Source: an optimization exercise on an open RTL-to-GDS flow (aim: small area). Production flows keep margins and buffers that such runs may drop.
Only simulation tests tie the RTL to the original design; equivalence was not proved.

## job 4975
// cpu
module cpu (
    input wire clk, rst,
    output wire [19:0] e_addr_bus,
    output wire [15:0] e_prog_addr, e_data,
    input wire [15:0] e_mem_bus,
    input wire [31:0] e_instr,
    input wire [31:0] e_sdram_instr,
    input wire e_mem_busy, e_mem_ready, e_mem_cack,
    input wire irq_in,
    output wire ram_read_out, ram_write, ram_instr_access, ram_read_done,
    output wire [7:0] e_reg_leds,
    output wire [3:0] e_pc_leds
);
wire [15:0] reg_l_bus, reg_r_bus, alu_bus, alu_r_mux, reg_in_mux, spec_reg_out, sr_out;
wire [15:0] prog_addr, saved_pc, irq_pc, fetch_addr;
wire [31:0] instr_bus, fetch_instr_bus;
wire [19:0] alu_bus_paged, fetch_addr_paged;
wire [7:0] prog_page;
wire [4:0] alu_flags_f, alu_flags_out;
wire [2:0] reg_l_ctl, reg_r_ctl;
wire [7:0] gp_reg_ie;
wire pc_inc, pc_ie, reg_in_mux_ctl, alu_r_mux_ctl, alu_cin, alu_flags_ie, reg_sr_in, sr_ie, sr_pc_over, ram_read, irq_instr, pc_sr_ie, jtr_op;
wire c_add, c_sub, c_and, c_or, c_xor, c_shl, c_shr, c_mul, c_div, c_pa, c_pb;
wire fetch_ram_read, fetch_wait, fetch_addr_mux, irq_p, irq_en, pc_chg;
wire flag_boot_mode, flag_instr_mem_over;
wire sel0 = instr_bus[31:16] == 16'b0;
wire adv = ~fetch_wait | flag_boot_mode;
wire pc_ie_g = (pc_ie | (sr_ie & sel0)) & adv;
wire pc_inc_g = pc_inc & adv;
regfile gp(clk, rst, reg_in_mux, gp_reg_ie, reg_l_ctl, reg_r_ctl, reg_l_bus, reg_r_bus, e_reg_leds);
alu alu(reg_l_bus, alu_r_mux, alu_bus, c_add, c_sub, c_and, c_or, c_xor, c_shl, c_shr, c_mul, c_div, c_pa, c_pb,
    alu_cin, alu_flags_f);
pc pc(pc_sr_ie ? irq_pc : alu_r_mux, prog_addr, clk, pc_inc_g, pc_ie_g, irq_p | irq_instr, rst, saved_pc, pc_chg);
decoder decoder(instr_bus[15:0], pc_inc, pc_ie, reg_in_mux_ctl, alu_r_mux_ctl, alu_cin, ram_write, ram_read,
  ...
For scale: about 3,700 cells after synthesis, about 570 flip-flops.
==> flow/config.mk <==
export PLATFORM = sky130hd
export DESIGN_NAME = cpu
export DESIGN_NICKNAME = cpu
export VERILOG_FILES = /design/flow/design.v
export SDC_FILE = /design/flow/constraint.sdc
export NUM_CORES = 4
export LEC_CHECK = 0
export ABC_AREA = 1
export ABC_CLOCK_PERIOD_IN_PS = 36000
export CAP_MARGIN = 20
export CORE_MARGIN = 2
export CORE_UTILIZATION = 55
export PLACE_DENSITY = 0.85
export SLEW_MARGIN = 20
==> flow/constraint.sdc <==
create_clock -name core_clock -period 140.0 [get_ports {clk}]
set_input_delay 28.0000 -clock core_clock [delete_from_list [all_inputs] [get_ports {clk}]]
set_output_delay 28.0000 -clock core_clock [all_outputs]
set_load 0.01 [all_outputs]
standard.sh (not shown) runs the stock make flow with config.mk's settings and CLKGATE_MAP_FILE= SYNTH_SCRIPT=/design/flow/synth_recipe.tcl, a recipe that flattens the netlist after the stock synthesis.
==> flow/flow/run.sh <==
#!/bin/bash
# Own layout flow: the standard ORFS flow, except that
#  - ABC maps the logic with an area-oriented script, then resizes for delay (flow/amap.abc),
#  - ports are buffered with the smallest buffer,
#  - CTS inserts no dummy loads and uses the smaller clock buffers,
#  - half-adder cells are not used (synthesis keeps full adders only).
# Every tool's output goes to a log in this folder (make_*.log) and under orfs/logs.
set -euo pipefail
W=$(pwd)
# synthesis script: the standard flow's, with the ABC mapping script replaced
{
  head -n 1 synth_recipe.tcl
  cat <<'T'
proc abc {args} {
  set i [lsearch -exact $args -script]
  if { $i >= 0 } { set args [lreplace $args [expr {$i+1}] [expr {$i+1}] $::env(MY_ABC_SCRIPT)] }
  yosys abc {*}$args
}
T
  tail -n +2 synth_recipe.tcl
} > my_synth.tcl
sed -e "s#SYNTH_SCRIPT=[^ ]*#SYNTH_SCRIPT=$W/my_synth.tcl#" \
    -e 's#CLKGATE_MAP_FILE= #CLKGATE_MAP_FILE= "DONT_USE_CELLS=${DU_LIST}" #' standard.sh > my_standard.sh
export MY_ABC_SCRIPT=$W/flow/amap.abc
export BUFFER_PORTS_ARGS="-buffer_cell sky130_fd_sc_hd__buf_1"
export CTS_ARGS="-sink_clustering_enable -repair_clock_nets -dont_use_dummy_load -buf_list {sky130_fd_sc_hd__clkbuf_8} -sink_clustering_size 14 -sink_clustering_max_diameter 90"
# the platform's don't-use cells, and the half adders
DU_LIST=$(sed -n '/^export DONT_USE_CELLS/,/^$/p' "$FLOW_HOME/platforms/$FLOW_PLATFORM/config.mk" \
  | sed -e 's/export DONT_USE_CELLS += //' -e 's/\\//' | tr -s ' \n' '  ')
export DU_LIST="$DU_LIST sky130_fd_sc_hd__ha_1 sky130_fd_sc_hd__ha_2 sky130_fd_sc_hd__ha_4"
bash my_standard.sh "${1:-finish}" > make_${1:-finish}.log 2>&1
[ -n "${1:-}" ] || test -f out/final.def
==> flow/flow/amap.abc <==
strash
dch -f
amap
topo
stime -c
buffer -c
upsize -c
dnsize -c
Looking at the reports, job 4975 completed the entire flow and the layout it produced met the timing, design-rule and antenna checks.
diff inputs: job 4975 => job 1825
diff --git a/flow/flow/run.sh b/flow/flow/run.sh
--- a/flow/flow/run.sh
+++ b/flow/flow/run.sh
@@ -4,5 +4,6 @@
 #  - ports are buffered with the smallest buffer,
 #  - CTS inserts no dummy loads and uses the smaller clock buffers,
-#  - half-adder cells are not used (synthesis keeps full adders only).
+#  - half-adder cells are not used (synthesis keeps full adders only),
+#  - after global routing, cells off the critical paths are downsized (RECOVER_POWER).
 # Every tool's output goes to a log in this folder (make_*.log) and under orfs/logs.
 set -euo pipefail
@@ -21,8 +22,8 @@
 } > my_synth.tcl
 sed -e "s#SYNTH_SCRIPT=[^ ]*#SYNTH_SCRIPT=$W/my_synth.tcl#" \
-    -e 's#CLKGATE_MAP_FILE= #CLKGATE_MAP_FILE= "DONT_USE_CELLS=${DU_LIST}" #' standard.sh > my_standard.sh
+    -e 's#CLKGATE_MAP_FILE= #CLKGATE_MAP_FILE= "DONT_USE_CELLS=${DU_LIST}" RECOVER_POWER=100 #' standard.sh > my_standard.sh
 export MY_ABC_SCRIPT=$W/flow/amap.abc
 export BUFFER_PORTS_ARGS="-buffer_cell sky130_fd_sc_hd__buf_1"
-export CTS_ARGS="-sink_clustering_enable -repair_clock_nets -dont_use_dummy_load -buf_list {sky130_fd_sc_hd__clkbuf_8} -sink_clustering_size 14 -sink_clustering_max_diameter 90"
+export CTS_ARGS="-sink_clustering_enable -repair_clock_nets -dont_use_dummy_load -buf_list {sky130_fd_sc_hd__clkbuf_4}"
 # the platform's don't-use cells, and the half adders
 DU_LIST=$(sed -n '/^export DONT_USE_CELLS/,/^$/p' "$FLOW_HOME/platforms/$FLOW_PLATFORM/config.mk" \
diff --git a/flow/config.mk b/flow/config.mk
--- a/flow/config.mk
+++ b/flow/config.mk
@@ -10,5 +10,4 @@
 export CAP_MARGIN = 20
 export CORE_MARGIN = 2
-export CORE_UTILIZATION = 55
-export PLACE_DENSITY = 0.85
+export CORE_UTILIZATION = 65
 export SLEW_MARGIN = 20
### Flow results
- Although job 1825 finished all stages, its layout failed final checks on max-capacitance violations, max-slew violations.
- Changes observed in job 1825 relative to job 4975: number of global-route vias before repair rose 2,192; global-route usage rose 8.0 points.
- Job 1825 ended up with met4 as its topmost layer with routed signal wires; job 4975 ended up with met5.
- [compare] base=job 4975 new=job 1825: core utilization increased 12 points, highest cell delay on the worst timing path went down.
- Lower final max-slew violation count was reported by job 4975, not job 1825.
Changes in job 8218 relative to job 1825:
diff --git a/flow/flow/run.sh b/flow/flow/run.sh
--- a/flow/flow/run.sh
+++ b/flow/flow/run.sh
@@ -4,6 +4,5 @@
 #  - ports are buffered with the smallest buffer,
 #  - CTS inserts no dummy loads and uses the smaller clock buffers,
-#  - half-adder cells are not used (synthesis keeps full adders only),
-#  - after global routing, cells off the critical paths are downsized (RECOVER_POWER).
+#  - half-adder cells are not used (synthesis keeps full adders only).
 # Every tool's output goes to a log in this folder (make_*.log) and under orfs/logs.
 set -euo pipefail
@@ -22,8 +21,8 @@
 } > my_synth.tcl
 sed -e "s#SYNTH_SCRIPT=[^ ]*#SYNTH_SCRIPT=$W/my_synth.tcl#" \
-    -e 's#CLKGATE_MAP_FILE= #CLKGATE_MAP_FILE= "DONT_USE_CELLS=${DU_LIST}" RECOVER_POWER=100 #' standard.sh > my_standard.sh
+    -e 's#CLKGATE_MAP_FILE= #CLKGATE_MAP_FILE= "DONT_USE_CELLS=${DU_LIST}" #' standard.sh > my_standard.sh
 export MY_ABC_SCRIPT=$W/flow/amap.abc
 export BUFFER_PORTS_ARGS="-buffer_cell sky130_fd_sc_hd__buf_1"
-export CTS_ARGS="-sink_clustering_enable -repair_clock_nets -dont_use_dummy_load -buf_list {sky130_fd_sc_hd__clkbuf_4}"
+export CTS_ARGS="-sink_clustering_enable -repair_clock_nets -dont_use_dummy_load -buf_list {sky130_fd_sc_hd__clkbuf_8} -sink_clustering_size 12 -sink_clustering_max_diameter 80"
 # the platform's don't-use cells, and the half adders
 DU_LIST=$(sed -n '/^export DONT_USE_CELLS/,/^$/p' "$FLOW_HOME/platforms/$FLOW_PLATFORM/config.mk" \
diff --git a/flow/config.mk b/flow/config.mk
--- a/flow/config.mk
+++ b/flow/config.mk
@@ -10,4 +10,5 @@
 export CAP_MARGIN = 20
 export CORE_MARGIN = 2
-export CORE_UTILIZATION = 65
+export CORE_UTILIZATION = 62
+export PLACE_DENSITY = 0.85
 export SLEW_MARGIN = 20
[summary]
Job 8218 finished every stage and its layout cleared the timing, design-rule and antenna checks.
Mean number of vias per cell: lower on job 8218
Hold slack: job 1825 vs job 8218 — no meaningful difference
End of the critical path: e_addr_bus[17] -> job 8218, e_addr_bus[18] -> job 1825
Taking job 1825 as the reference, in job 8218 routability-driven placement congestion ratio up 2.0%; number of well taps up 60; sequential share of layout area up 0.48 points.
### job 8218 -> job 5610
diff --git a/flow/config.mk b/flow/config.mk
--- a/flow/config.mk
+++ b/flow/config.mk
@@ -10,5 +10,5 @@
 export CAP_MARGIN = 20
 export CORE_MARGIN = 2
-export CORE_UTILIZATION = 62
-export PLACE_DENSITY = 0.85
+export CORE_UTILIZATION = 55
+export PLACE_DENSITY = 0.95
 export SLEW_MARGIN = 20
==> comparison <==
Job 5610 finished all stages; the layout is clean. Job 8218 ran to completion and came out clean on the timing, design-rule and antenna checks. Final area: job 5610 vs job 8218, no meaningful difference. Taking job 5610 as 1.0, job 8218 lands at 0.939 on number of non-clock buffers. Job 5610 has post-layout instance count excluding filler cells above what job 8218 had.
Changes in job 4963 relative to job 5610:
diff --git a/flow/config.mk b/flow/config.mk
--- a/flow/config.mk
+++ b/flow/config.mk
@@ -11,4 +11,4 @@
 export CORE_MARGIN = 2
 export CORE_UTILIZATION = 55
-export PLACE_DENSITY = 0.95
+export PLACE_DENSITY = 0.85
 export SLEW_MARGIN = 20
--- outcome ---
The final cell area excluding filler cells of job 4963 and that of job 5610 are within noise of each other.
Between job 5610 and job 4963, filler-free cell count of the finished design decreased.
